What follows belongs to an exercise in optimizing a design on an open flow for small area; a production flow would make more cautious choices. At most, simulation tests tie the RTL to the original design; equivalence was not proved. Power figures rest on the tool's default switching activity, not on a simulated workload.

==> inputs of 02-13 <==
==> flow/design.v <==
module advanced_processor (
    input wire clk,             
    input wire rst,             
    input wire [31:0] inst_in,  
    input wire [31:0] data_in,  
    output reg [31:0] data_out,  
    output wire [31:0] pc_out   
);
    reg [31:0] pc;
    reg [16:0] ir;
    reg        bp;
    reg [31:0] dreg;      
    reg        dreg_zero;
    reg [27:0] tag [0:15];
    reg [16:0] line [0:15];
    reg [15:0] valid;
    wire [3:0] idx = pc[3:0];
    reg [15:0] sel;
    reg [27:0] rtag;
    reg [16:0] rline;
    reg rvalid;
    integer j;
    always @* begin
        rtag = 28'b0; rline = 17'b0; rvalid = 1'b0;
        for (j = 0; j < 16; j = j + 1) begin
            sel[j] = idx == j;
            rtag = rtag | ({28{sel[j]}} & tag[j]);
            rline = rline | ({17{sel[j]}} & line[j]);
            rvalid = rvalid | (sel[j] & valid[j]);
        end
    end
    wire hit = rvalid && rtag == pc[31:4];
    wire [5:0] op = inst_in[31:26];
    wire in_beq = op == 6'd2 && inst_in[25:21] == inst_in[20:16];
    wire in_bne = op == 6'd2 && inst_in[25:21] != inst_in[20:16];
    wire [16:0] enc = in_beq ? {1'b1, inst_in[15:0]} :
                      {15'b0, in_bne || op == 6'd5, in_bne || op == 6'd4};
    wire [16:0] fetched = hit ? rline : enc;
    wire is_beq = ir[16];
    wire is_bne = !ir[16] && ir[1:0] == 2'b11;
    wire is_load = !ir[16] && ir[1:0] == 2'b01;
    wire is_store = !ir[16] && ir[1:0] == 2'b10;
    wire mispredict = (is_beq && !bp) || (is_bne && bp);
    wire [31:0] addend = mispredict ? 32'hffff_fffc :
                         is_beq ? {16'b0, ir[15:0]} : 32'd4;
    wire [31:0] npc = pc + addend;
    assign pc_out = pc;
    integer i;
    always @(posedge clk) begin
        for (i = 0; i < 16; i = i + 1)
            if (idx == i) begin
                line[i] <= fetched;
                tag[i] <= pc[31:4];
            end
        if (is_load) dreg <= data_in;
    end
    always @(posedge clk or posedge rst) begin
        if (rst) begin
            pc <= 32'b0;
            ir <= 17'b0;
            bp <= 1'b0;
            dreg_zero <= 1'b1;
            data_out <= 32'b0;
            valid <= 16'b0;
        end else begin
            valid[idx] <= 1'b1;
            ir <= fetched;
            pc <= npc;
            if (is_beq || is_bne) bp <= is_beq;
            if (is_load) dreg_zero <= 1'b0;
            if (is_store) data_out <= dreg_zero ? 32'b0 : dreg;
        end
    end
endmodule
==> flow/run.sh <==
#!/bin/bash
# synth_recipe.tcl (not shown) runs the flow's synth.tcl, then flattens the netlist and writes it again
# the make line also repeats each setting of config.mk as NAME=value (left out here)
make -C /OpenROAD-flow-scripts/flow DESIGN_CONFIG=/design/flow/config.mk WORK_HOME=/design/flow/orfs CLKGATE_MAP_FILE= SYNTH_SCRIPT=/design/flow/synth_recipe.tcl finish
==> flow/config.mk <==
export PLATFORM = sky130hd
export DESIGN_NAME = advanced_processor
export DESIGN_NICKNAME = advanced_processor
export VERILOG_FILES = /design/flow/design.v
export SDC_FILE = /design/flow/constraint.sdc
export NUM_CORES = 4
export LEC_CHECK = 0
export CAP_MARGIN = 20
export CORE_MARGIN = 2
export CORE_UTILIZATION = 40
export CTS_BUF_LIST = sky130_fd_sc_hd__clkbuf_16
export CTS_CLUSTER_DIAMETER = 80
export CTS_CLUSTER_SIZE = 24
export SLEW_MARGIN = 20
==> flow/constraint.sdc <==
create_clock -name core_clock -period 6.0 [get_ports {clk}]
set_input_delay 1.2000 -clock core_clock [delete_from_list [all_inputs] [get_ports {clk}]]
set_output_delay 1.2000 -clock core_clock [all_outputs]
set_load 0.01 [all_outputs]
==> 07-23 (differences from 02-13) <==
--- a/flow/design.v
+++ b/flow/design.v
@@ -9,8 +9,7 @@
     reg [31:0] pc;
     reg [16:0] ir;
     reg        bp;
-    reg [31:0] dreg;      
-    reg        dreg_zero;
+    reg [31:0] dreg;
     reg [27:0] tag [0:15];
     reg [16:0] line [0:15];
     reg [15:0] valid;
@@ -52,14 +51,13 @@
                 line[i] <= fetched;
                 tag[i] <= pc[31:4];
             end
-        if (is_load) dreg <= data_in;
     end
     always @(posedge clk or posedge rst) begin
         if (rst) begin
             pc <= 32'b0;
             ir <= 17'b0;
             bp <= 1'b0;
-            dreg_zero <= 1'b1;
+            dreg <= 32'b0;
             data_out <= 32'b0;
             valid <= 16'b0;
         end else begin
@@ -67,8 +65,8 @@
             ir <= fetched;
             pc <= npc;
             if (is_beq || is_bne) bp <= is_beq;
-            if (is_load) dreg_zero <= 1'b0;
-            if (is_store) data_out <= dreg_zero ? 32'b0 : dreg;
+            if (is_load) dreg <= data_in;
+            if (is_store) data_out <= dreg;
         end
     end
 endmodule
- CTS_BUF_LIST: sky130_fd_sc_hd__clkbuf_16 -> unset
- CTS_CLUSTER_DIAMETER: 80 -> unset
- CTS_CLUSTER_SIZE: 24 -> unset
==> summary of the runs <==
Against 07-23, the sequential share of layout area of 02-13 is higher by 3.3 points. Between 07-23 and 02-13, the lower register-to-register slack is in 02-13 (gap 0.24 ns). First-iteration DRC count: 02-13 is higher than 07-23 (0.55%). 07-23 completed with no timing, DRC or antenna violations. 02-13 went through all stages and came out clean. Sequential power: 07-23 is larger than 02-13 (about 1%). Against 07-23, the final area of 02-13 is lower by about 4.3%.
For 07-23, only the layout was checked, not whether the RTL still works.

-- separate check: timing with driven ports --
In the flow no input, the clock included, has a driving cell. The finished layouts below were timed again as built, in two steps. Step 1, drivers: a clkbuf_16 drives clk and a buf_2 each remaining input, both assumed. Step 2 also shifts input and output timing later by t, the mid clock arrival at the registers, as if the neighbouring blocks saw the same clock. Slacks: ideal ports / drivers / drivers and shift; pairs: ideal ports / drivers.
| run | t, ns | setup slack, ns | worst setup path at the end | worst data-port slew with drivers (ns) | pins driven straight from the clock port |
|---|---|---|---|---|---|
| 02-13 | 0.662 | 0.675 / 0.675 / 0.675 | register to register | 0.05 | 1 |
| 07-23 | 0.704 | 0.915 / 0.915 / 0.915 | register to register | 0.04 | 1 |
After both steps setup and hold are still met in every run listed.
